This is an optimization exercise on Yosys and OpenROAD, whose aim is small area, a short achievable clock period and few clock cycles per item, not a production implementation. No run shown here included a check of the RTL's function; only the layout flow was run. Power is estimated from default activity; no workload was simulated.

==> design/flow/flow/run.sh <==
#!/bin/bash
# Layout flow: the standard ORFS flow (standard.sh) with these changes:
#  - synthesis: if flow/cells_map.v exists, the design's gate-level leaf
#    modules (bs_*) are mapped onto the sky130hd cells of the same function
#    before the rest of synth_recipe.tcl runs; the remaining logic is mapped
#    with flow/abc.script instead of ORFS's abc_area.script. The register
#    mapping is unchanged.
#  - the make variables in flow/make_vars.txt (one VAR=value per line) are
#    added to the make command line, e.g. a larger SETUP_SLACK_MARGIN so
#    repair_timing sizes and buffers the critical paths.
# Each tool's log stays in orfs/logs/; the make output goes to standard_custom.log.
set -euo pipefail
HERE=$(pwd)
cp "$FLOW_HOME/scripts/synth.tcl" synth_abc.tcl
sed -i "s|^source \$::env(SCRIPTS_DIR)/synth_preamble.tcl|&\nset abc_args [lreplace \$abc_args 1 1 $HERE/flow/abc.script]|" synth_abc.tcl
if [[ -f flow/cells_map.v ]]; then
  sed -i "0,/^hierarchy -check -top \$::env(DESIGN_NAME)/s||&\ntechmap -map $HERE/flow/cells_map.v|" synth_abc.tcl
fi
sed "s|\$::env(SCRIPTS_DIR)/synth.tcl|$HERE/synth_abc.tcl|" synth_recipe.tcl > synth_recipe_abc.tcl
EXTRA=""
while IFS= read -r line; do
  [[ -z "$line" || "$line" == \#* ]] && continue
  EXTRA="$EXTRA '$line'"
done < flow/make_vars.txt
sed -e "s|SYNTH_SCRIPT=[^ ]*|SYNTH_SCRIPT=$HERE/synth_recipe_abc.tcl|" \
    -e "s|\"\${@:-finish}\"|$EXTRA &|" standard.sh > standard_custom.sh
bash standard_custom.sh "$@" > standard_custom.log 2>&1
==> design/flow/constraint.sdc <==
create_clock -name core_clock -period 15.0 [get_ports {i_clk}]
set_input_delay 3.0000 -clock core_clock [delete_from_list [all_inputs] [get_ports {i_clk}]]
set_output_delay 3.0000 -clock core_clock [all_outputs]
set_load 0.01 [all_outputs]
==> design/flow/standard.sh <==
#!/bin/bash
# synth_recipe.tcl (not shown) runs the flow's synth.tcl, then flattens the netlist and writes it again
# the make line also repeats each setting of config.mk as NAME=value (left out here)
make -C /OpenROAD-flow-scripts/flow DESIGN_CONFIG=/design/flow/config.mk WORK_HOME=/design/flow/orfs CLKGATE_MAP_FILE= SYNTH_SCRIPT=/design/flow/synth_recipe.tcl "${@:-finish}"
==> design/flow/flow/make_vars.txt <==
SETUP_SLACK_MARGIN=10.8
BUFFER_PORTS_ARGS=-buffer_cell sky130_fd_sc_hd__buf_1
CTS_ARGS=-sink_clustering_enable -repair_clock_nets -dont_use_dummy_load -buf_list {sky130_fd_sc_hd__clkbuf_8} -sink_clustering_size 20 -sink_clustering_max_diameter 60
==> design/flow/flow/abc.script <==
strash
dch
map -B 0.9
topo
stime -c
buffer -c
upsize -c
dnsize -c
==> design/flow/flow/cells_map.v <==
// Maps the design's gate-level leaf modules (bs_*) onto the sky130hd cells
// of the same function, drive strength 1.

module bs_inv (A, Y);
    input A;
    output Y;
    sky130_fd_sc_hd__inv_1 _TECHMAP_REPLACE_ (.A(A), .Y(Y));
endmodule

module bs_nand2 (A, B, Y);
    input A, B;
    output Y;
    sky130_fd_sc_hd__nand2_1 _TECHMAP_REPLACE_ (.A(A), .B(B), .Y(Y));
endmodule

module bs_nor2 (A, B, Y);
    input A, B;
    output Y;
    sky130_fd_sc_hd__nor2_1 _TECHMAP_REPLACE_ (.A(A), .B(B), .Y(Y));
endmodule

module bs_nand2b (A_N, B, Y);
    input A_N, B;
    output Y;
    sky130_fd_sc_hd__nand2b_1 _TECHMAP_REPLACE_ (.A_N(A_N), .B(B), .Y(Y));
endmodule

module bs_nor2b (A, B_N, Y);
    input A, B_N;
    output Y;
    sky130_fd_sc_hd__nor2b_1 _TECHMAP_REPLACE_ (.A(A), .B_N(B_N), .Y(Y));
endmodule

module bs_a21oi (A1, A2, B1, Y);
    input A1, A2, B1;
    output Y;
    sky130_fd_sc_hd__a21oi_1 _TECHMAP_REPLACE_ (.A1(A1), .A2(A2), .B1(B1), .Y(Y));
endmodule

module bs_o21ai (A1, A2, B1, Y);
    input A1, A2, B1;
    output Y;
    sky130_fd_sc_hd__o21ai_1 _TECHMAP_REPLACE_ (.A1(A1), .A2(A2), .B1(B1), .Y(Y));
endmodule

module bs_a21o (A1, A2, B1, X);
    input A1, A2, B1;
    output X;
    sky130_fd_sc_hd__a21o_1 _TECHMAP_REPLACE_ (.A1(A1), .A2(A2), .B1(B1), .X(X));
endmodule

module bs_o21a (A1, A2, B1, X);
    input A1, A2, B1;
    output X;
    sky130_fd_sc_hd__o21a_1 _TECHMAP_REPLACE_ (.A1(A1), .A2(A2), .B1(B1), .X(X));
endmodule

module bs_o22ai (A1, A2, B1, B2, Y);
    input A1, A2, B1, B2;
    output Y;
    sky130_fd_sc_hd__o22ai_1 _TECHMAP_REPLACE_ (.A1(A1), .A2(A2), .B1(B1), .B2(B2), .Y(Y));
endmodule

module bs_a22o (A1, A2, B1, B2, X);
    input A1, A2, B1, B2;
    output X;
    sky130_fd_sc_hd__a22o_1 _TECHMAP_REPLACE_ (.A1(A1), .A2(A2), .B1(B1), .B2(B2), .X(X));
endmodule

module bs_o2bb2ai (A1_N, A2_N, B1, B2, Y);
    input A1_N, A2_N, B1, B2;
    output Y;
    sky130_fd_sc_hd__o2bb2ai_1 _TECHMAP_REPLACE_ (.A1_N(A1_N), .A2_N(A2_N), .B1(B1), .B2(B2), .Y(Y));
endmodule
module bs_or2 (A, B, X);
    input A, B;
    output X;
    sky130_fd_sc_hd__or2_1 _TECHMAP_REPLACE_ (.A(A), .B(B), .X(X));
endmodule

module bs_a222oi (A1, A2, B1, B2, C1, C2, Y);
    input A1, A2, B1, B2, C1, C2;
    output Y;
    sky130_fd_sc_hd__a222oi_1 _TECHMAP_REPLACE_ (.A1(A1), .A2(A2), .B1(B1), .B2(B2), .C1(C1), .C2(C2), .Y(Y));
endmodule
==> design/flow/design.v <==
module bubbleSort #(
    parameter SIZE_DATA = 16,
    parameter NUM_VALS  = 8
)(
    input  logic                         i_clk,
    input  logic                         i_rst_n,
    input  logic                         i_start,
    input  logic [NUM_VALS-1:0][SIZE_DATA-1:0]    i_data,
    output logic [NUM_VALS-1:0][SIZE_DATA-1:0]    o_data,
    output logic                         o_done
);
    logic [1:0] valid;
    always_ff @(posedge i_clk or negedge i_rst_n) begin
        if (!i_rst_n)
            valid <= '0;
        else
            valid <= {valid[0], i_start};
    end
    assign o_done = valid[1];
    logic [3:0] pa0, pa1, pa2, pa3, pb0, pb1, pb2, pb3;
    bs_rank4 ra (.k0(i_data[0]), .k1(i_data[1]), .k2(i_data[2]), .k3(i_data[3]),
                 .sn0(pa0), .sn1(pa1), .sn2(pa2), .sn3(pa3));
    bs_rank4 rb (.k0(i_data[4]), .k1(i_data[5]), .k2(i_data[6]), .k3(i_data[7]),
                 .sn0(pb0), .sn1(pb1), .sn2(pb2), .sn3(pb3));
    logic [SIZE_DATA-1:0] r0_0;
    logic [SIZE_DATA-1:0] r0_1;
    logic [SIZE_DATA-1:0] r0_2;
    logic [SIZE_DATA-1:0] r0_3;
    logic [SIZE_DATA-1:0] r0_4;
    logic [SIZE_DATA-1:0] r0_5;
    logic [SIZE_DATA-1:0] r0_6;
    logic [SIZE_DATA-1:0] r0_7;
    logic [3:0] r0_pa0, r0_pa1, r0_pa2, r0_pa3, r0_pb0, r0_pb1, r0_pb2, r0_pb3;
    always_ff @(posedge i_clk) begin
        r0_0 <= i_data[0];
        r0_1 <= i_data[1];
        r0_2 <= i_data[2];
        r0_3 <= i_data[3];
        r0_4 <= i_data[4];
        r0_5 <= i_data[5];
        r0_6 <= i_data[6];
        r0_7 <= i_data[7];
        r0_pa0 <= pa0;
        r0_pa1 <= pa1;
        r0_pa2 <= pa2;
        r0_pa3 <= pa3;
        r0_pb0 <= pb0;
        r0_pb1 <= pb1;
        r0_pb2 <= pb2;
        r0_pb3 <= pb3;
    end
    logic [SIZE_DATA-1:0] q0, q1, q2, q3, q4, q5, q6, q7;
    bs_pick4 sa (.k0(r0_0), .k1(r0_1), .k2(r0_2), .k3(r0_3),
                 .sn0(r0_pa0), .sn1(r0_pa1), .sn2(r0_pa2), .sn3(r0_pa3),
                 .o0(q0), .o1(q1), .o2(q2), .o3(q3));
    bs_pick4 sb (.k0(r0_4), .k1(r0_5), .k2(r0_6), .k3(r0_7),
                 .sn0(r0_pb0), .sn1(r0_pb1), .sn2(r0_pb2), .sn3(r0_pb3),
                 .o0(q4), .o1(q5), .o2(q6), .o3(q7));
    logic [SIZE_DATA-1:0] m0, m1, m2, m3, m4, m5, m6, m7;
    bs_merge8 mg (.a0(q0), .a1(q1), .a2(q2), .a3(q3),
                  .b0(q4), .b1(q5), .b2(q6), .b3(q7),
                  .o0(m0), .o1(m1), .o2(m2), .o3(m3), .o4(m4), .o5(m5), .o6(m6), .o7(m7));
    always_ff @(posedge i_clk) begin
        o_data[0] <= m0;
        o_data[1] <= m1;
        o_data[2] <= m2;
        o_data[3] <= m3;
        o_data[4] <= m4;
        o_data[5] <= m5;
        o_data[6] <= m6;
        o_data[7] <= m7;
    end
endmodule
module bs_cmp_0_s (
    input  logic [15:0] a,
    input  logic [15:0] b,
    output logic        s
);
    logic [15:0] g0, p0;
    for (genvar i = 0; i < 16; i++) begin : lf
        bs_nand2 ug (.A(a[i]), .B(b[i]), .Y(g0[i]));
        if (i > 0) begin : pp
            bs_nor2 up (.A(a[i]), .B(b[i]), .Y(p0[i]));
        end else begin : np
            assign p0[i] = 1'b0;
        end
    end
    logic [7:0] g1, p1;
    for (genvar i = 0; i < 8; i++) begin : t1
        bs_o21ai ug (.A1(p0[2*i+1]), .A2(g0[2*i]), .B1(g0[2*i+1]), .Y(g1[i]));
        if (i > 0) begin : pp
            bs_nor2 up (.A(p0[2*i+1]), .B(p0[2*i]), .Y(p1[i]));
        end else begin : np
            assign p1[i] = 1'b0;
        end
    end
    logic [3:0] g2, p2;
    for (genvar i = 0; i < 4; i++) begin : t2
        bs_a21oi ug (.A1(p1[2*i+1]), .A2(g1[2*i]), .B1(g1[2*i+1]), .Y(g2[i]));
        if (i > 0) begin : pp
            bs_nand2 up (.A(p1[2*i+1]), .B(p1[2*i]), .Y(p2[i]));
        end else begin : np
            assign p2[i] = 1'b0;
        end
    end
    logic [1:0] g3, p3;
    for (genvar i = 0; i < 2; i++) begin : t3
        bs_o21ai ug (.A1(p2[2*i+1]), .A2(g2[2*i]), .B1(g2[2*i+1]), .Y(g3[i]));
        if (i > 0) begin : pp
            bs_nor2 up (.A(p2[2*i+1]), .B(p2[2*i]), .Y(p3[i]));
        end else begin : np
            assign p3[i] = 1'b0;
        end
    end
    bs_a21o urp (.A1(p3[1]), .A2(g3[0]), .B1(g3[1]), .X(s));
endmodule
module bs_cmp_0_both (
    input  logic [15:0] a,
    input  logic [15:0] b,
    output logic        s,
    output logic        sn
);
    logic [15:0] g0, p0;
    for (genvar i = 0; i < 16; i++) begin : lf
        bs_nand2 ug (.A(a[i]), .B(b[i]), .Y(g0[i]));
        if (i > 0) begin : pp
            bs_nor2 up (.A(a[i]), .B(b[i]), .Y(p0[i]));
        end else begin : np
            assign p0[i] = 1'b0;
        end
    end
    logic [7:0] g1, p1;
    for (genvar i = 0; i < 8; i++) begin : t1
        bs_o21ai ug (.A1(p0[2*i+1]), .A2(g0[2*i]), .B1(g0[2*i+1]), .Y(g1[i]));
        if (i > 0) begin : pp
            bs_nor2 up (.A(p0[2*i+1]), .B(p0[2*i]), .Y(p1[i]));
        end else begin : np
            assign p1[i] = 1'b0;
        end
    end
    logic [3:0] g2, p2;
    for (genvar i = 0; i < 4; i++) begin : t2
        bs_a21oi ug (.A1(p1[2*i+1]), .A2(g1[2*i]), .B1(g1[2*i+1]), .Y(g2[i]));
        if (i > 0) begin : pp
            bs_nand2 up (.A(p1[2*i+1]), .B(p1[2*i]), .Y(p2[i]));
        end else begin : np
            assign p2[i] = 1'b0;
        end
    end
    logic [1:0] g3, p3;
    for (genvar i = 0; i < 2; i++) begin : t3
        bs_o21ai ug (.A1(p2[2*i+1]), .A2(g2[2*i]), .B1(g2[2*i+1]), .Y(g3[i]));
        if (i > 0) begin : pp
            bs_nor2 up (.A(p2[2*i+1]), .B(p2[2*i]), .Y(p3[i]));
        end else begin : np
            assign p3[i] = 1'b0;
        end
    end
    bs_a21o urp (.A1(p3[1]), .A2(g3[0]), .B1(g3[1]), .X(s));
    bs_a21oi urn (.A1(p3[1]), .A2(g3[0]), .B1(g3[1]), .Y(sn));
endmodule
module bs_cmp_1_s (
    input  logic [15:0] a,
    input  logic [15:0] b,
    output logic        s
);
    logic [15:0] g0, p0;
    for (genvar i = 0; i < 16; i++) begin : lf
        bs_nor2 ug (.A(a[i]), .B(b[i]), .Y(g0[i]));
        if (i > 0) begin : pp
            bs_nand2 up (.A(a[i]), .B(b[i]), .Y(p0[i]));
        end else begin : np
            assign p0[i] = 1'b0;
        end
    end
    logic [7:0] g1, p1;
    for (genvar i = 0; i < 8; i++) begin : t1
        bs_a21oi ug (.A1(p0[2*i+1]), .A2(g0[2*i]), .B1(g0[2*i+1]), .Y(g1[i]));
        if (i > 0) begin : pp
            bs_nand2 up (.A(p0[2*i+1]), .B(p0[2*i]), .Y(p1[i]));
        end else begin : np
            assign p1[i] = 1'b0;
        end
    end
    logic [3:0] g2, p2;
    for (genvar i = 0; i < 4; i++) begin : t2
        bs_o21ai ug (.A1(p1[2*i+1]), .A2(g1[2*i]), .B1(g1[2*i+1]), .Y(g2[i]));
        if (i > 0) begin : pp
            bs_nor2 up (.A(p1[2*i+1]), .B(p1[2*i]), .Y(p2[i]));
        end else begin : np
            assign p2[i] = 1'b0;
        end
    end
    logic [1:0] g3, p3;
    for (genvar i = 0; i < 2; i++) begin : t3
        bs_a21oi ug (.A1(p2[2*i+1]), .A2(g2[2*i]), .B1(g2[2*i+1]), .Y(g3[i]));
        if (i > 0) begin : pp
            bs_nand2 up (.A(p2[2*i+1]), .B(p2[2*i]), .Y(p3[i]));
        end else begin : np
            assign p3[i] = 1'b0;
        end
    end
    bs_o21ai urp (.A1(p3[1]), .A2(g3[0]), .B1(g3[1]), .Y(s));
endmodule
module bs_cmp_1_both (
    input  logic [15:0] a,
    input  logic [15:0] b,
    output logic        s,
    output logic        sn
);
    logic [15:0] g0, p0;
    for (genvar i = 0; i < 16; i++) begin : lf
        bs_nor2 ug (.A(a[i]), .B(b[i]), .Y(g0[i]));
        if (i > 0) begin : pp
            bs_nand2 up (.A(a[i]), .B(b[i]), .Y(p0[i]));
        end else begin : np
            assign p0[i] = 1'b0;
        end
    end
    logic [7:0] g1, p1;
    for (genvar i = 0; i < 8; i++) begin : t1
        bs_a21oi ug (.A1(p0[2*i+1]), .A2(g0[2*i]), .B1(g0[2*i+1]), .Y(g1[i]));
        if (i > 0) begin : pp
            bs_nand2 up (.A(p0[2*i+1]), .B(p0[2*i]), .Y(p1[i]));
        end else begin : np
            assign p1[i] = 1'b0;
        end
    end
    logic [3:0] g2, p2;
    for (genvar i = 0; i < 4; i++) begin : t2
        bs_o21ai ug (.A1(p1[2*i+1]), .A2(g1[2*i]), .B1(g1[2*i+1]), .Y(g2[i]));
        if (i > 0) begin : pp
            bs_nor2 up (.A(p1[2*i+1]), .B(p1[2*i]), .Y(p2[i]));
        end else begin : np
            assign p2[i] = 1'b0;
        end
    end
    logic [1:0] g3, p3;
    for (genvar i = 0; i < 2; i++) begin : t3
        bs_a21oi ug (.A1(p2[2*i+1]), .A2(g2[2*i]), .B1(g2[2*i+1]), .Y(g3[i]));
        if (i > 0) begin : pp
            bs_nand2 up (.A(p2[2*i+1]), .B(p2[2*i]), .Y(p3[i]));
        end else begin : np
            assign p3[i] = 1'b0;
        end
    end
    bs_o21ai urp (.A1(p3[1]), .A2(g3[0]), .B1(g3[1]), .Y(s));
    bs_o21a urn (.A1(p3[1]), .A2(g3[0]), .B1(g3[1]), .X(sn));
endmodule
module bs_invrow (
    input  logic [15:0] a,
    output logic [15:0] y
);
    for (genvar i = 0; i < 16; i++) begin : bit_
        bs_inv u (.A(a[i]), .Y(y[i]));
    end
endmodule
module bs_mux2i (
    input  logic [15:0] x0,
    input  logic [15:0] x1,
    input  logic        s,
    input  logic        sn,
    output logic [15:0] y
);
    for (genvar i = 0; i < 16; i++) begin : bit_
        bs_o22ai u (.A1(x0[i]), .A2(s), .B1(x1[i]), .B2(sn), .Y(y[i]));
    end
endmodule
module bs_mux2 (
    input  logic [15:0] x0,
    input  logic [15:0] x1,
    input  logic        s,
    input  logic        sn,
    output logic [15:0] y
);
    for (genvar i = 0; i < 16; i++) begin : bit_
        bs_a22o u (.A1(x1[i]), .A2(s), .B1(x0[i]), .B2(sn), .X(y[i]));
    end
endmodule
module bs_oh3i (
    input  logic [15:0] x0,
    input  logic [15:0] x1,
    input  logic [15:0] x2,
    input  logic [2:0]  s,
    output logic [15:0] y
);
    for (genvar i = 0; i < 16; i++) begin : bit_
        bs_a222oi u (.A1(x0[i]), .A2(s[0]), .B1(x1[i]), .B2(s[1]), .C1(x2[i]), .C2(s[2]), .Y(y[i]));
    end
endmodule
module bs_oh4 (
    input  logic [15:0] x0,
    input  logic [15:0] x1,
    input  logic [15:0] x2,
    input  logic [15:0] x3,
    input  logic [3:0]  sn,
    output logic [15:0] y
);
    for (genvar i = 0; i < 16; i++) begin : bit_
        logic h0, h1;
        bs_o22ai u0 (.A1(x0[i]), .A2(sn[0]), .B1(x1[i]), .B2(sn[1]), .Y(h0));
        bs_o22ai u1 (.A1(x2[i]), .A2(sn[2]), .B1(x3[i]), .B2(sn[3]), .Y(h1));
        bs_nor2 uy (.A(h0), .B(h1), .Y(y[i]));
    end
endmodule
module bs_oh4i (
    input  logic [15:0] x0,
    input  logic [15:0] x1,
    input  logic [15:0] x2,
    input  logic [15:0] x3,
    input  logic [3:0]  sn,
    output logic [15:0] y
);
    for (genvar i = 0; i < 16; i++) begin : bit_
        logic h0, h1;
        bs_o22ai u0 (.A1(x0[i]), .A2(sn[0]), .B1(x1[i]), .B2(sn[1]), .Y(h0));
        bs_o22ai u1 (.A1(x2[i]), .A2(sn[2]), .B1(x3[i]), .B2(sn[3]), .Y(h1));
        bs_or2 uy (.A(h0), .B(h1), .X(y[i]));
    end
endmodule
module bs_rank4 (
    input  logic [15:0] k0,
    input  logic [15:0] k1,
    input  logic [15:0] k2,
    input  logic [15:0] k3,
    output logic [3:0]  sn0,
    output logic [3:0]  sn1,
    output logic [3:0]  sn2,
    output logic [3:0]  sn3
);
    logic [15:0] n1, n2, n3;
    bs_invrow i1 (.a(k1), .y(n1));
    bs_invrow i2 (.a(k2), .y(n2));
    bs_invrow i3 (.a(k3), .y(n3));
    logic c01, c02, c03, c12, c13, c23;
    bs_cmp_0_s u01 (.a(k0), .b(n1), .s(c01));
    bs_cmp_0_s u02 (.a(k0), .b(n2), .s(c02));
    bs_cmp_0_s u03 (.a(k0), .b(n3), .s(c03));
    bs_cmp_0_s u12 (.a(k1), .b(n2), .s(c12));
    bs_cmp_0_s u13 (.a(k1), .b(n3), .s(c13));
    bs_cmp_0_s u23 (.a(k2), .b(n3), .s(c23));
    logic [2:0] b0, b1, b2, b3;
    assign b0 = {c03, c02, c01};
    assign b1 = {c13, c12, !c01};
    assign b2 = {c23, !c12, !c02};
    assign b3 = {!c23, !c13, !c03};
    assign sn0[0] = b0[0] | b0[1] | b0[2];
    assign sn1[0] = ~((b0[0] & !b0[1] & !b0[2]) | (!b0[0] & b0[1] & !b0[2]) | (!b0[0] & !b0[1] & b0[2]));
    assign sn2[0] = ~((b0[0] & b0[1] & !b0[2]) | (b0[0] & !b0[1] & b0[2]) | (!b0[0] & b0[1] & b0[2]));
    assign sn3[0] = ~(b0[0] & b0[1] & b0[2]);
    assign sn0[1] = b1[0] | b1[1] | b1[2];
    assign sn1[1] = ~((b1[0] & !b1[1] & !b1[2]) | (!b1[0] & b1[1] & !b1[2]) | (!b1[0] & !b1[1] & b1[2]));
    assign sn2[1] = ~((b1[0] & b1[1] & !b1[2]) | (b1[0] & !b1[1] & b1[2]) | (!b1[0] & b1[1] & b1[2]));
    assign sn3[1] = ~(b1[0] & b1[1] & b1[2]);
    assign sn0[2] = b2[0] | b2[1] | b2[2];
    assign sn1[2] = ~((b2[0] & !b2[1] & !b2[2]) | (!b2[0] & b2[1] & !b2[2]) | (!b2[0] & !b2[1] & b2[2]));
    assign sn2[2] = ~((b2[0] & b2[1] & !b2[2]) | (b2[0] & !b2[1] & b2[2]) | (!b2[0] & b2[1] & b2[2]));
    assign sn3[2] = ~(b2[0] & b2[1] & b2[2]);
    assign sn0[3] = b3[0] | b3[1] | b3[2];
    assign sn1[3] = ~((b3[0] & !b3[1] & !b3[2]) | (!b3[0] & b3[1] & !b3[2]) | (!b3[0] & !b3[1] & b3[2]));
    assign sn2[3] = ~((b3[0] & b3[1] & !b3[2]) | (b3[0] & !b3[1] & b3[2]) | (!b3[0] & b3[1] & b3[2]));
    assign sn3[3] = ~(b3[0] & b3[1] & b3[2]);
endmodule
module bs_pick4 (
    input  logic [15:0] k0,
    input  logic [15:0] k1,
    input  logic [15:0] k2,
    input  logic [15:0] k3,
    input  logic [3:0]  sn0,
    input  logic [3:0]  sn1,
    input  logic [3:0]  sn2,
    input  logic [3:0]  sn3,
    output logic [15:0] o0,
    output logic [15:0] o1,
    output logic [15:0] o2,
    output logic [15:0] o3
);
    bs_oh4 m0 (.x0(k0), .x1(k1), .x2(k2), .x3(k3), .sn(sn0), .y(o0));
    bs_oh4 m1 (.x0(k0), .x1(k1), .x2(k2), .x3(k3), .sn(sn1), .y(o1));
    bs_oh4 m2 (.x0(k0), .x1(k1), .x2(k2), .x3(k3), .sn(sn2), .y(o2));
    bs_oh4 m3 (.x0(k0), .x1(k1), .x2(k2), .x3(k3), .sn(sn3), .y(o3));
endmodule
module bs_merge8 (
    input  logic [15:0] a0,
    input  logic [15:0] a1,
    input  logic [15:0] a2,
    input  logic [15:0] a3,
    input  logic [15:0] b0,
    input  logic [15:0] b1,
    input  logic [15:0] b2,
    input  logic [15:0] b3,
    output logic [15:0] o0,
    output logic [15:0] o1,
    output logic [15:0] o2,
    output logic [15:0] o3,
    output logic [15:0] o4,
    output logic [15:0] o5,
    output logic [15:0] o6,
    output logic [15:0] o7
);
    logic [15:0] nb0, nb1, nb2, nb3;
    logic [15:0] u0, u1, u2, u3, u4, u5, u6, u7;
    logic s0, z0;
    bs_invrow ib0 (.a(b0), .y(nb0));
    bs_cmp_0_both c0 (.a(a0), .b(nb0), .s(s0), .sn(z0));
    bs_mux2 l0 (.x0(a0), .x1(b0), .s(s0), .sn(z0), .y(u0));
    bs_mux2i h0 (.x0(b0), .x1(a0), .s(s0), .sn(z0), .y(u4));
    logic s1, z1;
    bs_invrow ib1 (.a(b1), .y(nb1));
    bs_cmp_0_both c1 (.a(a1), .b(nb1), .s(s1), .sn(z1));
    bs_mux2i l1 (.x0(a1), .x1(b1), .s(s1), .sn(z1), .y(u1));
    bs_mux2i h1 (.x0(b1), .x1(a1), .s(s1), .sn(z1), .y(u5));
    logic s2, z2;
    bs_invrow ib2 (.a(b2), .y(nb2));
    bs_cmp_0_both c2 (.a(a2), .b(nb2), .s(s2), .sn(z2));
    bs_mux2i l2 (.x0(a2), .x1(b2), .s(s2), .sn(z2), .y(u2));
    bs_mux2i h2 (.x0(b2), .x1(a2), .s(s2), .sn(z2), .y(u6));
    logic s3, z3;
    bs_invrow ib3 (.a(b3), .y(nb3));
    bs_cmp_0_both c3 (.a(a3), .b(nb3), .s(s3), .sn(z3));
    bs_mux2i l3 (.x0(a3), .x1(b3), .s(s3), .sn(z3), .y(u3));
    bs_mux2 h3 (.x0(b3), .x1(a3), .s(s3), .sn(z3), .y(u7));
    logic [15:0] t3, t4, t5;
    bs_invrow i3 (.a(u3), .y(t3));
    bs_invrow i4 (.a(u4), .y(t4));
    bs_invrow i5 (.a(u5), .y(t5));
    logic c14, c24, c25, c34, c35, c36;    
    bs_cmp_1_s d14 (.a(u1), .b(t4), .s(c14));
    bs_cmp_1_s d24 (.a(u2), .b(t4), .s(c24));
    bs_cmp_1_s d25 (.a(u2), .b(t5), .s(c25));
    bs_cmp_1_s d34 (.a(u3), .b(t4), .s(c34));
    bs_cmp_1_s d35 (.a(u3), .b(t5), .s(c35));
    bs_cmp_0_s d36 (.a(t3), .b(u6), .s(c36));
    assign o0 = u0;
    assign o7 = u7;
    bs_mux2i m1 (.x0(u1), .x1(u4), .s(c14), .sn(!c14), .y(o1));
    bs_mux2i m6 (.x0(u6), .x1(u3), .s(c36), .sn(!c36), .y(o6));
    bs_oh3i m2 (.x0(u1), .x1(u4), .x2(u2), .s({!c14 && !c24, !c14 && c24, c14}), .y(o2));
    bs_oh3i m5 (.x0(u6), .x1(u3), .x2(u5), .s({!c36 && !c35, !c36 && c35, c36}), .y(o5));
    logic [3:0] sn3, sn4;    
    assign sn3 = ~{c35 && c24 && c25,
                   (!c35 && !c24 && c34) || (c35 && !c24),
                   !c35 && !c24 && !c34,
                   (!c35 && c24) || (c35 && c24 && !c25)};
    assign sn4 = ~{c35 && (!c24 || !c25),
                   !c35 && !c24 && !c34,
                   !c35 && (c24 || c34),
                   c35 && c24 && c25};
    bs_oh4i m3 (.x0(u2), .x1(u3), .x2(u4), .x3(u5), .sn(sn3), .y(o3));
    bs_oh4i m4 (.x0(u2), .x1(u3), .x2(u4), .x3(u5), .sn(sn4), .y(o4));
endmodule
module bs_inv (
    input  logic A,
    output logic Y
);
    assign Y = ~A;
endmodule
module bs_nand2 (
    input  logic A,
    input  logic B,
    output logic Y
);
    assign Y = ~(A & B);
endmodule
module bs_nor2 (
    input  logic A,
    input  logic B,
    output logic Y
);
    assign Y = ~(A | B);
endmodule
module bs_or2 (
    input  logic A,
    input  logic B,
    output logic X
);
    assign X = A | B;
endmodule
module bs_a21oi (
    input  logic A1,
    input  logic A2,
    input  logic B1,
    output logic Y
);
    assign Y = ~((A1 & A2) | B1);
endmodule
module bs_o21ai (
    input  logic A1,
    input  logic A2,
    input  logic B1,
    output logic Y
);
    assign Y = ~((A1 | A2) & B1);
endmodule
module bs_a21o (
    input  logic A1,
    input  logic A2,
    input  logic B1,
    output logic X
);
    assign X = (A1 & A2) | B1;
endmodule
module bs_o21a (
    input  logic A1,
    input  logic A2,
    input  logic B1,
    output logic X
);
    assign X = (A1 | A2) & B1;
endmodule
module bs_o22ai (
    input  logic A1,
    input  logic A2,
    input  logic B1,
    input  logic B2,
    output logic Y
);
    assign Y = ~((A1 | A2) & (B1 | B2));
endmodule
module bs_a22o (
    input  logic A1,
    input  logic A2,
    input  logic B1,
    input  logic B2,
    output logic X
);
    assign X = (A1 & A2) | (B1 & B2);
endmodule
module bs_a222oi (
    input  logic A1,
    input  logic A2,
    input  logic B1,
    input  logic B2,
    input  logic C1,
    input  logic C2,
    output logic Y
);
    assign Y = ~((A1 & A2) | (B1 & B2) | (C1 & C2));
endmodule
==> design/flow/config.mk <==
export PLATFORM = sky130hd
export DESIGN_NAME = bubbleSort
export DESIGN_NICKNAME = bubbleSort
export VERILOG_FILES = /design/flow/design.v
export SDC_FILE = /design/flow/constraint.sdc
export NUM_CORES = 8
export LEC_CHECK = 0
export ABC_AREA = 1
export CAP_MARGIN = 50
export CORE_MARGIN = 2
export CORE_UTILIZATION = 40
export SLEW_MARGIN = 50
==> key figures, run 1 <==
Status
  – Status: timing/DRC/antenna clean

Drt
  – Antenna-violating nets left: 0
  – Met2 WL: 32300 um
  – Routed metal-1 wire length: between 30000 and 40000 um
  – DR top layer: met4
  – Vias/cell: just over 6
  – # DRC: 0
  – DR vias: roughly 21k
  – Post-Route WL: about 79000 um
  – Routed len/inst: roughly 23 um
  – Met3 Wirelength: between 9000 and 10000 um
  – Drt initial violations: 3089
  – 1st-pass router iterations: 9

Finish
  – Final core utilization: 0.546
  – N_diodes: 0
  – Fillers: just under 4k
  – Area growth syn-to-layout: 33.8%
  – Post-layout net count: roughly 3.1k
  – Layout cell share with drive strength beyond 1: 0.173

Clocking
  – Worst-path clk slew: roughly 0.11 ns
  – CTS tree: built
  – Root buf cell: clkbuf_8
  – H-tree depth: 1
  – Worst-case clock buffer depth: 3
  – Hold_buf cts: 0
  – TritonCTS buffer count: 27
  – Clk latency of the worst-skew pair: 0.64 ns
  – Clk sink count: 290

Min path
  – Hold Crit Class: flip-flop to flip-flop
  – Hold Crit Depth: 0

Global routing
  – GRT overflow: 0
  – Vias in the first global route: between 15k and 20k
  – Global Route Usage Sum: 0.345
  – Global-route wire length before repair: ~110000 um
  – Pin count of the biggest net entering global routing: 34
  – Antenna violations before repair: 0

Synth
  – EDFF count, synth: 0
  – Commonest register cell after synthesis: dfxtp_1
  – Commonest cells in the netlist: nor2_1, nand2_1, o22ai_1, dfxtp_1, inv_1
  – Top cell type's share of synthesized area: 0.354
  – Synth warnings: 1
  – Synth Area per Inst: about 6.4 um^2
  – #FFs+latches synth: 290
  – Post-synth top area cell: dfxtp_1
  – Post-Synth XOR/XNOR Area: 0
  – Adder-cell area share of the yosys netlist: 0
  – Simple-Gate Fraction of Synth Area: 0.275
  – Mux contribution to synthesized area: 0
  – Ys async rst share: 0.00690
  – Synth Cell Area: approximately 16000 um^2
  – Synth top area cells: dfxtp_1, o22ai_1, nor2_1
  – Seq/Total Area, Yosys: 0.357
  – Syn nets: around 2.7k
  – Synth unique cells: 17
  – Synth Area in Compound Gates: 0.316
  – Largest family of logic cells by synthesized area: compound AO/OA/AOI/OAI gates
  – Top-count cell post-synth: nor2_1
  – Post-Syn Instances: around 2.5k

Setup path
  – WP data arrival: 4.85 ns
  – Worst EP required: 15.48 ns
  – CP startpoint kind: flip-flop
  – Slowest cell on the critical path: dfxtp_4
  – Crit-path max cell delay: roughly 0.44 ns
  – Top cell by count, worst path: o21ai_4
  – Worst-path cell chain: clkbuf_4 -> o22ai_1 -> nor2_2 -> inv_1 -> nor2_1 -> nor2_1 -> a21oi_2 -> o21ai_4 -> a21o_4 -> o22ai_2 -> inv_1 -> nand2_1 -> a21oi_1 -> o21ai_2 -> a21oi_2 -> o21ai_4 -> clkinvlp_4 -> buf_4 -> o21ai_4 -> buf_6 -> o22ai_1 -> or2_1
  – R2R Setup Slk: 10.63 ns
  – Critical Path End Type: flip-flop
  – Worst r2r path cells: 22
  – CP Class: flip-flop to flip-flop
  – Crit Path Max Fanout: 8

Timing
  – Hold WS: between 0.3 and 0.4 ns
  – Final worst path period need: between 4 and 5 ns
  – Slew @ Worst Pin: approximately 0.53 ns
  – Final setup fails: 0
  – Hold Fails Final Rpt: 0
  – Max Fclk: 229 MHz
  – Final Cycle Share: 0.291
  – RSZ-0062 raised after global routing: true
  – Slew Viols, Final: 0
  – Slew margin rel.: 0.645
  – Setup ws final: around 11 ns
  – Worst Clk Skew: 0.0700 ns
  – Setup TNS: 0 ns

Place
  – PortBufs: ~260
  – Place WS: 9.18 ns
  – RePlAce Congestion: 1.00
  – DPL Wire Length: about 56000 um

Pwr
  – Leakage power: 9.16 nW
  – Max rail drop VDD: roughly 0.00015 V
  – Power density over cell area: ~260 nW/um^2

Floorplanning
  – IO Pins: 260
  – Die width: slightly above 200 um
  – Die Footprint: between 40000 and 50000 um^2
  – Placeable Area: 39900 um^2
  – Num rows: between 70 and 80
  – Die Y-Extent: roughly 210 um
  – Initial Util: 0.408

Run
  – Max-cap violations: 0
## per-stage QoR
step / cells / power, mW / instance area (um^2)
floorplan: 2528 / 3.02 / 16300
global placement: 3321 / 3.99 / 18000
detailed placement: 3324 / 4.08 / 18200
CTS: 3379 / 4.83 / 19700
global route: 3489 / 5.91 / 21800
finish: 3489 / 5.64 / 21800
## cells by family after synthesis
| family | Yosys count |
|---|---|
| AOI/OAI and AO/OA | 851 |
| buffers and inverters | 225 |
| DFF | 290 |
| and+or+nand+nor | 1162 |
## per-layer routing
metal | track usage | vias to the layer above
met1 | 0.487 | 9775
met2 | 0.510 | 1492
met3 | 0.0626 | 270
li1 | - | 9775
met5 | 0 | -
met4 | 0.154 | 0
## worst max-delay path: cells and delay by family, from the launching register on
kind | cells | cell delay (ns)
DFF | 1 | 0.44
buffers and inverters | 6 | 1.05
and+or+nand+nor | 5 | 0.78
AOI/OAI and AO/OA | 11 | 1.92
## final timing paths
check / start / end
setup / recovery: r0_pb1[3]$_DFF_P_ / o_data[72]$_DFF_P_
hold / removal: valid[0]$_DFF_PN0_ / valid[1]$_DFF_PN0_
setup reg to reg: r0_pb1[3]$_DFF_P_ / o_data[72]$_DFF_P_
hold reg to reg: valid[0]$_DFF_PN0_ / valid[1]$_DFF_PN0_
max in group asynchronous: i_rst_n / valid[1]$_DFF_PN0_
min in group asynchronous: i_rst_n / valid[0]$_DFF_PN0_
## power by group
part	internal (mW)	total [mW]	switching, mW	leakage, nW
Combinational	1.47	4.03	2.57	6.51
Sequential	1.03	1.19	0.169	2.45
Clock	0.159	0.412	0.253	0.194
## state kept, by name, summed over array words and instances (netlist names)
| name | count |
|---|---|
| r0_3 | 16 |
| r0_pa1 | 4 |
| r0_pa0 | 4 |
| r0_pb0 | 4 |
| o_data | 128 |
| r0_2 | 16 |
| r0_pa3 | 4 |
| r0_4 | 16 |
| r0_pb2 | 4 |
| r0_0 | 16 |
| r0_6 | 16 |
| r0_5 | 16 |
| valid | 2 |
| r0_pa2 | 4 |
| r0_pb1 | 4 |
| r0_pb3 | 4 |
| r0_7 | 16 |
| r0_1 | 16 |
## placed cells by master, fill, tap and decap left out, types with 84 or more instances in the layout
cell type / n
nand2_1: 485
nor2_1: 483
buf_1: 257
inv_1: 204
a21oi_1: 100
nor2_2: 84
o21ai_1: 173
buf_4: 104
o22ai_1: 364
dfxtp_1: 255
## cell type report
type | count | area [um^2] | share of cell area
flip-flops and latches | 290 | 5940 | 0.273
well taps | 525 | 657 | 0.0302
clock buffers | 27 | 372 | 0.0171
repair buffers | 398 | 2350 | 0.108
multi-input cells | 2024 | 11600 | 0.533
inverters | 225 | 856 | 0.0393
## repair_timing
action,CTS,global route
setup buffers,20,100
pin swaps,15,45
cloned,8,10
resized for setup,229,255
endpoints found under the setup margin,98,105
==> inputs of run 2 (changes only) <==
--- a/design/flow/design.v
+++ b/design/flow/design.v
@@ -22,6 +22,13 @@
                  .sn0(pa0), .sn1(pa1), .sn2(pa2), .sn3(pa3));
     bs_rank4 rb (.k0(i_data[4]), .k1(i_data[5]), .k2(i_data[6]), .k3(i_data[7]),
                  .sn0(pb0), .sn1(pb1), .sn2(pb2), .sn3(pb3));
+    logic [SIZE_DATA-1:0] q0, q1, q2, q3, q4, q5, q6, q7;
+    bs_pick4 sa (.k0(i_data[0]), .k1(i_data[1]), .k2(i_data[2]), .k3(i_data[3]),
+                 .sn0(pa0), .sn1(pa1), .sn2(pa2), .sn3(pa3),
+                 .o0(q0), .o1(q1), .o2(q2), .o3(q3));
+    bs_pick4 sb (.k0(i_data[4]), .k1(i_data[5]), .k2(i_data[6]), .k3(i_data[7]),
+                 .sn0(pb0), .sn1(pb1), .sn2(pb2), .sn3(pb3),
+                 .o0(q4), .o1(q5), .o2(q6), .o3(q7));
     logic [SIZE_DATA-1:0] r0_0;
     logic [SIZE_DATA-1:0] r0_1;
     logic [SIZE_DATA-1:0] r0_2;
@@ -30,35 +37,19 @@
     logic [SIZE_DATA-1:0] r0_5;
     logic [SIZE_DATA-1:0] r0_6;
     logic [SIZE_DATA-1:0] r0_7;
-    logic [3:0] r0_pa0, r0_pa1, r0_pa2, r0_pa3, r0_pb0, r0_pb1, r0_pb2, r0_pb3;
     always_ff @(posedge i_clk) begin
-        r0_0 <= i_data[0];
-        r0_1 <= i_data[1];
-        r0_2 <= i_data[2];
-        r0_3 <= i_data[3];
-        r0_4 <= i_data[4];
-        r0_5 <= i_data[5];
-        r0_6 <= i_data[6];
-        r0_7 <= i_data[7];
-        r0_pa0 <= pa0;
-        r0_pa1 <= pa1;
-        r0_pa2 <= pa2;
-        r0_pa3 <= pa3;
-        r0_pb0 <= pb0;
-        r0_pb1 <= pb1;
-        r0_pb2 <= pb2;
-        r0_pb3 <= pb3;
+        r0_0 <= q0;
+        r0_1 <= q1;
+        r0_2 <= q2;
+        r0_3 <= q3;
+        r0_4 <= q4;
+        r0_5 <= q5;
+        r0_6 <= q6;
+        r0_7 <= q7;
     end
-    logic [SIZE_DATA-1:0] q0, q1, q2, q3, q4, q5, q6, q7;
-    bs_pick4 sa (.k0(r0_0), .k1(r0_1), .k2(r0_2), .k3(r0_3),
-                 .sn0(r0_pa0), .sn1(r0_pa1), .sn2(r0_pa2), .sn3(r0_pa3),
-                 .o0(q0), .o1(q1), .o2(q2), .o3(q3));
-    bs_pick4 sb (.k0(r0_4), .k1(r0_5), .k2(r0_6), .k3(r0_7),
-                 .sn0(r0_pb0), .sn1(r0_pb1), .sn2(r0_pb2), .sn3(r0_pb3),
-                 .o0(q4), .o1(q5), .o2(q6), .o3(q7));
     logic [SIZE_DATA-1:0] m0, m1, m2, m3, m4, m5, m6, m7;
-    bs_merge8 mg (.a0(q0), .a1(q1), .a2(q2), .a3(q3),
-                  .b0(q4), .b1(q5), .b2(q6), .b3(q7),
+    bs_merge8 mg (.a0(r0_0), .a1(r0_1), .a2(r0_2), .a3(r0_3),
+                  .b0(r0_4), .b1(r0_5), .b2(r0_6), .b3(r0_7),
                   .o0(m0), .o1(m1), .o2(m2), .o3(m3), .o4(m4), .o5(m5), .o6(m6), .o7(m7));
     always_ff @(posedge i_clk) begin
         o_data[0] <= m0;
==> design/flow/flow/make_vars.txt (replaced) <==
SETUP_SLACK_MARGIN=10.4
BUFFER_PORTS_ARGS=-buffer_cell sky130_fd_sc_hd__buf_1
CTS_ARGS=-sink_clustering_enable -repair_clock_nets -dont_use_dummy_load -buf_list {sky130_fd_sc_hd__clkbuf_8} -sink_clustering_size 20 -sink_clustering_max_diameter 60
==> key figures, run 2 <==
Synth
  – Synth warnings: 1 (unchanged)
  – Synth Cell Area: 15600 um^2 (-3.9%)
  – Commonest cells in the netlist: nor2_1, nand2_1, o22ai_1, dfxtp_1, inv_1
  – Simple-Gate Fraction of Synth Area: 0.286 (+0.0113)
  – Mux contribution to synthesized area: 0 (unchanged)
  – Synth unique cells: 17 (unchanged)
  – Post-Synth XOR/XNOR Area: 0 (unchanged)
  – Synth Area per Inst: 6.26 um^2 (-2.7%)
  – Largest family of logic cells by synthesized area: compound AO/OA/AOI/OAI gates
  – Top-count cell post-synth: nor2_1
  – Post-synth top area cell: dfxtp_1
  – Post-Syn Instances: 2496 (-1.3%)
  – Seq/Total Area, Yosys: 0.331 (-0.0263)
  – #FFs+latches synth: 258 (-11%)
  – Top cell type's share of synthesized area: 0.328 (-0.0265)
  – Ys async rst share: 0.00775 (+0.000855)
  – Syn nets: 2627 (-1.2%)
  – Synth top area cells: dfxtp_1, o22ai_1, nor2_1
  – Adder-cell area share of the yosys netlist: 0 (unchanged)
  – Commonest register cell after synthesis: dfxtp_1
  – Synth Area in Compound Gates: 0.329 (+0.0129)
  – EDFF count, synth: 0 (unchanged)

Drt
  – Antenna-violating nets left: 0 (unchanged)
  – Routed len/inst: 20.9 um (-7.5%)
  – # DRC: 0 (unchanged)
  – Vias/cell: 6.05 (-0.89%)
  – Drt initial violations: 3189 (+3.2%)
  – DR vias: 20.3k (-4.9%)
  – Post-Route WL: 70000 um (-11%)
  – 1st-pass router iterations: 9 (unchanged)

Setup path
  – Crit Path Max Fanout: 16 (+8)
  – WP data arrival: 5.10 ns (+0.25 ns)
  – CP Class: input port to flip-flop
  – Slowest cell on the critical path: o21ai_1
  – Worst r2r path cells: 16 (-27%)
  – CP Launch Point: i_data[48]
  – Worst-path cell chain: buf_1 -> inv_1 -> nand2_1 -> o21ai_1 -> a21oi_1 -> o21ai_1 -> a21o_2 -> buf_4 -> nand2_1 -> nand2_1 -> nand2_1 -> nand2_4 -> o22ai_1 -> nor2_1
  – Worst EP required: 15.52 ns (+0.04 ns)
  – CP startpoint kind: input port
  – Critical Path End Type: flip-flop
  – Worst r2r src: r0_2[7]$_DFF_P_
  – Crit-path max cell delay: 0.27 ns (-0.17 ns)
  – Top cell by count, worst path: nand2_1

Global routing
  – Global Route Usage Sum: 0.321 (-0.0237)
  – GRT overflow: 0 (unchanged)
  – Pin count of the biggest net entering global routing: 36 (+5.9%)
  – Antenna violations before repair: 5 (+5)
  – Vias in the first global route: 17.4k (-5.7%)
  – Global-route wire length before repair: 102000 um (-8.2%)

Floorplanning
  – Num rows: 72 (-1.4%)
  – Placeable Area: 38600 um^2 (-3.2%)
  – IO Pins: 260 (unchanged)
  – Die Y-Extent: 202 um (-1.9%)
  – Initial Util: 0.405 (-0.00320)
  – Die width: 202 um (-1.9%)
  – Die Footprint: 40700 um^2 (-3.9%)

Clocking
  – H-tree depth: 1 (unchanged)
  – Clk sink count: 258 (-11%)
  – Hold_buf cts: 0 (unchanged)
  – CTS tree: built
  – Root buf cell: clkbuf_8
  – Worst-case clock buffer depth: 3 (unchanged)
  – Worst-path clk slew: 0.10 ns (about the same)
  – TritonCTS buffer count: 21 (-22%)
  – Clk latency of the worst-skew pair: 0.60 ns (-0.04 ns)

Min path
  – Hold Crit Depth: 0 (unchanged)
  – Hold Crit Class: flip-flop to flip-flop
  – Hold Crit Start: valid[0]$_DFF_PN0_

Timing
  – Hold Fails Final Rpt: 0 (unchanged)
  – RSZ-0062 raised after global routing: true
  – Worst Clk Skew: 0.0630 ns (-0.00702 ns)
  – Slew Viols, Final: 0 (unchanged)
  – Slew @ Worst Pin: 0.750 ns (+0.218 ns)
  – Final worst path period need: 4.58 ns (+0.216 ns)
  – Max Fclk: 218 MHz (-4.7%)
  – Final setup fails: 0 (unchanged)
  – Slew margin rel.: 0.500 (-0.146)
  – Setup TNS: 0 ns (unchanged)
  – Final Cycle Share: 0.305 (+0.0144)

Pwr
  – Leakage power: 8.46 nW (-7.6%)
  – Max rail drop VDD: 0.000109 V (-25%)
  – Power density over cell area: 241 nW/um^2 (-6.8%)

Finish
  – Most frequent cells in the layout: nor2_1, nand2_1, o22ai_1, dfxtp_1, inv_1
  – Post-layout net count: 2963 (-4.3%)
  – Commonest non-fill, non-tap cell in the layout: nor2_1
  – N_diodes: 0 (unchanged)
  – Largest Register: o_data
  – Layout cell share with drive strength beyond 1: 0.131 (-0.0423)
  – Post-Layout Cell Count: 3348 (-4.0%)
  – Area growth syn-to-layout: 22.6%
  – Fillers: 4057 (+3.7%)
  – Max reg flops: 128 (unchanged)

Place
  – DPL Wire Length: 53100 um (-5.6%)
  – Placed Cells: 3285 (-1.2%)
  – PortBufs: 259 (unchanged)
  – RePlAce Congestion: 0.992 (-1.0%)

Status
  – Status: timing/DRC/antenna clean

Run
  – Max-cap violations: 0 (unchanged)
## run 2: changes by cell type after synthesis, sizes merged
| cell | delta |
|---|---|
| dfxtp | -32 |
## run 2: where the power goes
part	leakage [nW]	total, mW	switching [mW]	internal [mW]
registers	2.17	1.15	0.166	0.984
logic	6.14	3.14	2.09	1.04
clock network	0.151	0.344	0.219	0.125
## run 2: what timing repair did
action,in CTS,in global routing
endpoints found under the setup margin,155,182
resized for setup,145,157
pin swaps,5,19
buffers inserted,18,13
cloned,2,5
## run 2: worst paths after layout
path	endpoint	slack [ns]
hold / removal	valid[1]$_DFF_PN0_	0.37
hold reg to reg	valid[1]$_DFF_PN0_	0.37
setup / recovery	r0_2[9]$_DFF_P_	10.42
min in group asynchronous	valid[1]$_DFF_PN0_	2.16
max in group asynchronous	valid[0]$_DFF_PN0_	12.72
setup reg to reg	o_data[89]$_DFF_P_	10.53
## run 2: per-layer routing
| layer | wire [um] | GRT usage |
|---|---|---|
| met1 | 28900 | 0.435 |
| met2 | 30400 | 0.510 |
| met3 | 7440 | 0.0481 |
| met4 | 3200 | 0.135 |
| met5 | 40 | 0 |
## run 2: final cells by class
| type | instances | area, um^2 | share of cell area |
|---|---|---|---|
| multi-input combinational | 2020 | 10700 | 0.556 |
| inverter | 225 | 856 | 0.0446 |
| timing repair buffer | 306 | 1540 | 0.0804 |
| sequential | 258 | 5170 | 0.270 |
| tap | 518 | 648 | 0.0338 |
| clock buffer | 21 | 289 | 0.0151 |
## run 2: cells by family after synthesis
group                  Yosys count
AND/OR/NAND/NOR               1162
buffers and inverters          225
flip-flops                     258
AO/OA/AOI/OAI                  851
## run 2: stage by stage
step / instance area (um^2) / utilization / power (mW) / hold slack [ns] / worst slack, ns
finish: 19200 / 0.496 / 4.63 / 0.366 / 10.42
global route: 19200 / 0.496 / 4.93 / 0.390 / 10.36
CTS: 18400 / 0.477 / 4.39 / 0.364 / 10.35
detailed placement: 17600 / 0.455 / 3.99 / 0.340 / 8.98
global placement: 17400 / 0.451 / 3.92 / 0.344 / 8.92
floorplan: 15700 / - / 2.97 / 0.331 / 10.26
## run 2: critical path, delay by kind of cell
family | cells | cell delay, ns
simple gates | 6 | 0.71
buf+inv | 3 | 0.47
compound gates | 5 | 0.91
==> inputs of run 3 (changes only) <==
==> design/flow/flow/make_vars.txt (replaced) <==
SETUP_SLACK_MARGIN=10.2
BUFFER_PORTS_ARGS=-buffer_cell sky130_fd_sc_hd__buf_1
CTS_ARGS=-sink_clustering_enable -repair_clock_nets -dont_use_dummy_load -buf_list {sky130_fd_sc_hd__clkbuf_8} -sink_clustering_size 20 -sink_clustering_max_diameter 60
==> key figures, run 3 <==
Timing
  – Slew margin rel.: 0.483 (-0.0169)
  – Slew @ Worst Pin: 0.776 ns (+0.0254 ns)
  – Worst Clk Skew: 0.0660 ns (+0.00297 ns)
  – RSZ-0062 raised after global routing: true
  – Max Fclk: 204 MHz (-6.4%)
  – Final setup fails: 0 (unchanged)
  – Setup TNS: 0 ns (unchanged)
  – Hold Fails Final Rpt: 0 (unchanged)
  – Final worst path period need: 4.89 ns (+0.313 ns)
  – Slew Viols, Final: 0 (unchanged)
  – Final Cycle Share: 0.326 (+0.0209)
  – Setup ws final: 10.11 ns (-0.313 ns)

Pwr
  – Sequential group share of total power: 0.255 (+0.007)
  – Total power: 4.53 mW (-2.1%)
  – Int Pwr: 2.11 mW (-2.0%)
  – Leakage power: 8.26 nW (-2.3%)
  – Combinational power share: 0.675 (-0.002)
  – Sw Ratio: 0.535 (about the same)
  – Max rail drop VDD: 0.000155 V (+42%)
  – Clock power share: 0.071 (-0.003)
  – Psw: 2.42 mW (-2.2%)
  – Power density over cell area: 242 nW/um^2 (+0.38%)

Setup path
  – Worst Path Buf+Inv: 3 (unchanged)
  – CP Class: input port to flip-flop
  – CP delay by family, top: compound AO/OA/AOI/OAI gates
  – Slowest cell on the critical path: o22ai_1
  – Crit Path Max Fanout: 16 (unchanged)
  – Critical Path End Type: flip-flop
  – Crit-path max cell delay: 0.42 ns (+0.15 ns)
  – WP data arrival: 5.37 ns (+0.27 ns)
  – Worst-path cell chain: buf_1 -> inv_1 -> nor2_1 -> o21ai_1 -> a21oi_1 -> o21ai_1 -> a21o_1 -> inv_1 -> nand3_2 -> o22ai_1 -> nor2_1
  – Worst EP required: 15.47 ns (-0.05 ns)
  – CP startpoint kind: input port

Synth
  – Top-count cell post-synth: nor2_1
  – Adder-cell area share of the yosys netlist: 0 (unchanged)
  – Post-synth top area cell: dfxtp_1
  – Seq/Total Area, Yosys: 0.331 (unchanged)
  – Synth warnings: 1 (unchanged)
  – Simple-Gate Fraction of Synth Area: 0.286 (unchanged)
  – Commonest register cell after synthesis: dfxtp_1
  – Post-Synth XOR/XNOR Area: 0 (unchanged)
  – Commonest cells in the netlist: nor2_1, nand2_1, o22ai_1, dfxtp_1, inv_1
  – EDFF count, synth: 0 (unchanged)
  – Largest family of logic cells by synthesized area: compound AO/OA/AOI/OAI gates
  – Synth Area per Inst: 6.26 um^2 (unchanged)
  – Post-Syn Instances: 2496 (unchanged)
  – Synth Cell Area: 15600 um^2 (unchanged)
  – Synth top area cells: dfxtp_1, o22ai_1, nor2_1
  – Ys async rst share: 0.00775 (unchanged)
  – Syn nets: 2627 (unchanged)
  – Synth Area in Compound Gates: 0.329 (unchanged)
  – Top cell type's share of synthesized area: 0.328 (unchanged)
  – Synth unique cells: 17 (unchanged)
  – #FFs+latches synth: 258 (unchanged)
  – Mux contribution to synthesized area: 0 (unchanged)

Floorplanning
  – IO Pins: 260 (unchanged)
  – Initial Util: 0.405 (unchanged)
  – Die Y-Extent: 202 um (unchanged)
  – Die width: 202 um (unchanged)
  – Placeable Area: 38600 um^2 (unchanged)
  – Die Footprint: 40700 um^2 (unchanged)
  – Num rows: 72 (unchanged)

Drt
  – # DRC: 0 (unchanged)
  – 1st-pass router iterations: 10 (+1)
  – Routed len/inst: 20.7 um (-1.0%)
  – Vias/cell: 5.98 (-1.3%)
  – Antenna-violating nets left: 0 (unchanged)
  – Post-Route WL: 69100 um (-1.1%)
  – Drt initial violations: 2664 (-16%)
  – DR vias: 20.0k (-1.4%)

Clocking
  – Worst-path clk slew: 0.12 ns (+0.02 ns)
  – TritonCTS buffer count: 19 (-9.5%)
  – CTS tree: built
  – Worst-case clock buffer depth: 3 (unchanged)
  – Root buf cell: clkbuf_8
  – Clk latency of the worst-skew pair: 0.59 ns (about the same)
  – H-tree depth: 1 (unchanged)
  – Clk sink count: 258 (unchanged)

Place
  – DPL Wire Length: 53800 um (+1.3%)
  – Place WS: 8.86 ns (-0.117 ns)
  – PortBufs: 259 (unchanged)
  – Placed Cells: 3287 (+0.061%)
  – RePlAce Congestion: 0.984 (-0.87%)

Global routing
  – Pin count of the biggest net entering global routing: 36 (unchanged)
  – Global Route Usage Sum: 0.320 (-0.000854)
  – Vias in the first global route: 17.1k (-1.5%)
  – GRT overflow: 0 (unchanged)
  – Global-route wire length before repair: 102000 um (-0.12%)
  – Antenna violations before repair: 8 (+3)

Finish
  – FF/Latch Area: 5170 um^2 (unchanged)
  – Max reg flops: 128 (unchanged)
  – Post-Layout Cell Count: 3343 (-0.15%)
  – Most frequent cells in the layout: nor2_1, nand2_1, o22ai_1, dfxtp_1, inv_1
  – Commonest non-fill, non-tap cell in the layout: nor2_1
  – Area growth syn-to-layout: 19.6%
  – Area of the multi-input gates: 10300 um^2 (-3.3%)
  – Post-layout net count: 2951 (-0.40%)
  – Largest Register: o_data
  – Layout cell share with drive strength beyond 1: 0.0979 (-0.0332)
  – Fillers: 4079 (+0.54%)

Min path
  – Hold Crit Class: flip-flop to flip-flop

Run
  – Max-cap violations: 0 (unchanged)

Status
  – Status: timing/DRC/antenna clean
-- run 3: cell counts after synthesis --
No cell type changed its count.
-- run 3: logic make-up (layout without fill, tap and decap cells) --
logic type | Yosys count | in the layout
buffers and inverters | 225 | 546
flip-flops | 258 | 258
other | 0 | 7
AND/OR/NAND/NOR | 1162 | 1163
AO/OA/AOI/OAI | 851 | 851
-- run 3: repair_timing --
action | 4_1_cts | 5_1_grt
hold buffers | 0 | 0
gates resized for setup | 68 | 125
endpoints found under the setup margin | 80 | 161
buffers inserted | 4 | 23
pin swaps | 3 | 8
cloned | 0 | 1
-- run 3: worst paths after layout --
kind	start	endpoint	slack (ns)	depth (start not counted)
max	i_data[49]	r0_0[3]$_DFF_P_	10.11	11
min	valid[0]$_DFF_PN0_	valid[1]$_DFF_PN0_	0.37	0
max reg2reg	r0_4[5]$_DFF_P_	o_data[62]$_DFF_P_	10.45	17
min reg2reg	valid[0]$_DFF_PN0_	valid[1]$_DFF_PN0_	0.37	0
max in group asynchronous	i_rst_n	valid[1]$_DFF_PN0_	12.69	1
min in group asynchronous	i_rst_n	valid[0]$_DFF_PN0_	2.19	1
-- run 3: layout make-up --
cell class	count	area share
multi-input cells	2014	0.551
inverters	225	0.0454
flip-flops and latches	258	0.277
repair buffers	302	0.0771
diodes	7	0.000937
clock buffers	19	0.0140
well taps	518	0.0347
-- run 3: routing by layer --
metal / up-vias / track usage / routed length [um]
met5: - / 0 / 12
met4: 2 / 0.110 / 2750
met3: 150 / 0.0385 / 6910
met2: 1217 / 0.514 / 30100
met1: 9174 / 0.445 / 29400
li1: 9432 / - / -
-- run 3: power groups by stage --
stage	Combinational, mW	Clock, mW	Sequential, mW
after global placement	2.79	0	1.16
after floorplan	1.78	0	1.19
final	3.06	0.320	1.15
after CTS	2.90	0.332	1.15
after global routing	3.31	0.356	1.18
after detailed placement	2.86	0	1.17
-- run 3: per-stage QoR --
| stage | hold slack [ns] | area [um^2] | utilization |
|---|---|---|---|
| CTS | 0.366 | 18200 | 0.470 |
| detailed placement | 0.343 | 17600 | 0.455 |
| finish | 0.368 | 18700 | 0.484 |
| global route | 0.392 | 18700 | 0.484 |
| floorplan | 0.331 | 15700 | - |
| global placement | 0.345 | 17400 | 0.450 |
==> inputs of run 4 (changes only) <==
==> design/flow/flow/make_vars.txt (replaced) <==
SETUP_SLACK_MARGIN=10.6
BUFFER_PORTS_ARGS=-buffer_cell sky130_fd_sc_hd__buf_1
CTS_ARGS=-sink_clustering_enable -repair_clock_nets -dont_use_dummy_load -buf_list {sky130_fd_sc_hd__clkbuf_8} -sink_clustering_size 20 -sink_clustering_max_diameter 60
==> key figures, run 4 <==
Status
  – Status: timing/DRC/antenna clean

Timing
  – Slew @ Worst Pin: 0.693 ns (-0.0830 ns)
  – Slew margin rel.: 0.535 (+0.0525)
  – Final worst path period need: 4.49 ns (-0.405 ns)
  – Slew Viols, Final: 0 (unchanged)
  – Max Fclk: 223 MHz (+9.0%)
  – Final Cycle Share: 0.299 (-0.0270)
  – Setup TNS: 0 ns (unchanged)
  – RSZ-0062 raised after global routing: true
  – Hold Fails Final Rpt: 0 (unchanged)
  – Worst Clk Skew: 0.0849 ns (+0.0190 ns)
  – Final setup fails: 0 (unchanged)

Global routing
  – Vias in the first global route: 17.9k (+4.9%)
  – Antenna violations before repair: 4 (-4)
  – Global Route Usage Sum: 0.335 (+0.0141)
  – Global-route wire length before repair: 106000 um (+4.3%)
  – Pin count of the biggest net entering global routing: 33 (-8.3%)
  – GRT overflow: 0 (unchanged)

Clocking
  – Root buf cell: clkbuf_8
  – Clk latency of the worst-skew pair: 0.60 ns (about the same)
  – H-tree depth: 1 (unchanged)
  – Worst-case clock buffer depth: 3 (unchanged)
  – CTS tree: built
  – TritonCTS buffer count: 19 (unchanged)
  – Clk sink count: 258 (unchanged)
  – Hold_buf cts: 0 (unchanged)
  – Worst-path clk slew: 0.11 ns (about the same)

Floorplanning
  – Die Y-Extent: 202 um (unchanged)
  – Placeable Area: 38600 um^2 (unchanged)
  – IO Pins: 260 (unchanged)
  – Die Footprint: 40700 um^2 (unchanged)
  – Num rows: 72 (unchanged)
  – Die width: 202 um (unchanged)
  – Initial Util: 0.405 (unchanged)

Setup path
  – Worst r2r path cells: 16 (-1)
  – Critical R2R Capture: o_data[82]$_DFF_P_
  – CP startpoint kind: input port
  – Critical Path End Type: flip-flop
  – Slowest cell on the critical path: nor2_2
  – Crit Path Max Fanout: 9 (-7)
  – Crit-path max cell delay: 0.28 ns (-0.14 ns)
  – Worst EP required: 15.50 ns (+0.03 ns)
  – WP data arrival: 4.99 ns (-0.38 ns)
  – Worst-path cell chain: buf_4 -> inv_1 -> nor2_2 -> o21ai_1 -> a21oi_1 -> o21ai_1 -> a21o_2 -> inv_4 -> nand2_1 -> nand2_4 -> nand2_8 -> nand2_8 -> o22ai_1 -> nor2_2
  – R2R Setup Slk: 10.60 ns (+0.15 ns)
  – Worst r2r src: r0_2[7]$_DFF_P_
  – CP Class: input port to flip-flop

Synth
  – Seq/Total Area, Yosys: 0.331 (unchanged)
  – Top cell type's share of synthesized area: 0.328 (unchanged)
  – Post-synth top area cell: dfxtp_1
  – Syn nets: 2627 (unchanged)
  – Ys async rst share: 0.00775 (unchanged)
  – #FFs+latches synth: 258 (unchanged)
  – Synth Area per Inst: 6.26 um^2 (unchanged)
  – Top-count cell post-synth: nor2_1
  – Commonest register cell after synthesis: dfxtp_1
  – Synth top area cells: dfxtp_1, o22ai_1, nor2_1
  – Synth Cell Area: 15600 um^2 (unchanged)
  – Commonest cells in the netlist: nor2_1, nand2_1, o22ai_1, dfxtp_1, inv_1
  – Synth warnings: 1 (unchanged)
  – EDFF count, synth: 0 (unchanged)
  – Post-Syn Instances: 2496 (unchanged)
  – Synth unique cells: 17 (unchanged)

Finish
  – Max reg flops: 128 (unchanged)
  – Largest Register: o_data
  – Final core utilization: 0.532 (+0.0485)
  – Commonest non-fill, non-tap cell in the layout: nor2_1
  – Layout cell share with drive strength beyond 1: 0.208 (+0.110)
  – Most frequent cells in the layout: nor2_1, nand2_1, o22ai_1, dfxtp_1, o21ai_1
  – Area growth syn-to-layout: 31.6%
  – Post-layout net count: 3022 (+2.4%)

Pwr
  – Int Pwr: 2.20 mW (+4.4%)
  – Leakage power: 8.86 nW (+7.2%)
  – Clock power share: 0.069 (-0.002)
  – Combinational power share: 0.686 (+0.011)
  – Power density over cell area: 229 nW/um^2 (-5.5%)
  – Sequential group share of total power: 0.245 (-0.010)
  – Max rail drop VDD: 0.000158 V (+1.9%)
  – Psw: 2.51 mW (+3.5%)
  – Sw Ratio: 0.532 (-0.00220)

Min path
  – Hold Crit Depth: 0 (unchanged)
  – Hold Crit Class: flip-flop to flip-flop
  – Hold Crit Start: valid[0]$_DFF_PN0_
  – Min-Delay Endpoint: valid[1]$_DFF_PN0_

Drt
  – Drt initial violations: 3017 (+13%)
  – Antenna-violating nets left: 0 (unchanged)
  – Routed len/inst: 21.7 um (+4.7%)
  – DR vias: 20.9k (+4.4%)
  – # DRC: 0 (unchanged)
  – Post-Route WL: 73900 um (+6.9%)
  – Vias/cell: 6.11 (+2.3%)
  – 1st-pass router iterations: 8 (-2)

Run
  – Max-cap violations: 0 (unchanged)

Place
  – PortBufs: 259 (unchanged)
  – DPL Wire Length: 54400 um (+1.1%)
  – RePlAce Congestion: 0.933 (-5.2%)
## run 4: final cells by class
cell class | instances | area (um^2)
Antenna cell | 5 | 12.5
Clock buffer | 19 | 262
Fill cell | 3848 | 18100
Inverter | 225 | 987
Multi-Input combinational cell | 2026 | 11300
Sequential cell | 258 | 5170
Tap cell | 518 | 648
Timing Repair Buffer | 361 | 2200
## run 4: per-stage QoR
stage                     instances  setup slack (ns)  hold slack [ns]  instance area (um^2)  total power, mW
after floorplan                2496             10.45            0.331                 16000             2.99
after global placement         3289              9.21            0.344                 17700             3.96
after detailed placement       3289              9.18            0.346                 17800             4.02
after CTS                      3360             10.57            0.369                 19000             4.43
after global routing           3409             10.54            0.381                 20600             5.02
final                          3412             10.51            0.368                 20600             4.71
## run 4: cell families (layout without fill, tap and decap cells)
| kind of cell | Yosys count | after routing | share of synthesized area |
|---|---|---|---|
| AO/OA/AOI/OAI | 851 | 851 | 0.329 |
| other | 0 | 5 | 0 |
| AND/OR/NAND/NOR | 1162 | 1175 | 0.286 |
| buffers and inverters | 225 | 605 | 0.0540 |
| flip-flops | 258 | 258 | 0.331 |
## run 4: power groups by stage
| stage | Clock, mW | Sequential, mW | Combinational, mW |
|---|---|---|---|
| floorplan | 0 | 1.19 | 1.80 |
| global placement | 0 | 1.15 | 2.81 |
| CTS | 0.335 | 1.14 | 2.96 |
| detailed placement | 0 | 1.16 | 2.86 |
| global route | 0.360 | 1.18 | 3.48 |
| finish | 0.327 | 1.15 | 3.23 |
## run 4: worst max-delay path by stage
stage                start               end  slack, ns  depth (start not counted)
2_1_floorplan  i_data[112]  r0_5[10]$_DFF_P_      10.45                         11
3_3_place_gp    i_data[15]   r0_1[7]$_DFF_P_       9.21                         10
3_5_place_dp   i_data[112]   r0_5[3]$_DFF_P_       9.18                         12
4_1_cts         i_data[35]   r0_1[1]$_DFF_P_      10.57                         13
5_1_grt         i_data[23]   r0_1[7]$_DFF_P_      10.54                         14
6_report        i_data[29]   r0_1[7]$_DFF_P_      10.51                         14
## run 4: metal layers
layer,share of wire,wire length (um),track usage,vias up
met5,0.00016,12,0,-
met4,0.050,3700,0.144,2
met3,0.10,7640,0.0505,255
met2,0.44,32200,0.528,1346
met1,0.41,30400,0.454,9637
li1,-,-,-,9621
## run 4: timing repair
action | in CTS | in global routing
pin swaps | 27 | 68
cloned | 7 | 6
setup buffers | 45 | 40
setup endpoints to repair | 194 | 207
resized for setup | 235 | 322
## run 4: worst max-delay path: cells and delay by family
| kind | cells | cell delay [ns] |
|---|---|---|
| simple gates | 6 | 0.91 |
| buf+inv | 3 | 0.37 |
| compound gates | 5 | 0.68 |

## what the ideal ports hide
Ports are ideal in the flow. The routed layouts listed here were re-timed in OpenROAD. Step 1 assumes that a clkbuf_16 drives the clock port and a buf_2 every other input. Step 2 times the ports against the registers' clock, not the clock port: input delays grow and output delays shrink by t, the midpoint of the rising clock arrivals with the driver on. Slacks: ideal ports / drivers / drivers and shift; pairs: ideal ports / drivers.
| run | shift t [ns] | slack for setup (ns) | worst hold slack (ns) | worst setup path after step 2 | worst slew at a driven data input, ns |
|---|---|---|---|---|---|
| run 1 | 0.649 | 10.635 / 10.635 / 10.296 | 0.374 / 0.374 / 0.374 | input to register | 0.06 |
| run 2 | 0.615 | 10.418 / 10.407 / 9.792 | 0.366 / 0.366 / 0.366 | input to register | 0.08 |
| run 3 | 0.609 | 10.106 / 10.058 / 9.448 | 0.368 / 0.368 / 0.368 | input to register | 0.10 |
| run 4 | 0.617 | 10.510 / 10.535 / 9.918 | 0.368 / 0.368 / 0.368 | input to register | 0.09 |
After both steps every run listed still meets setup and hold. The setup slack of run 3, which loses most, moves by -0.048 ns with the drivers and by -0.658 ns with both steps.
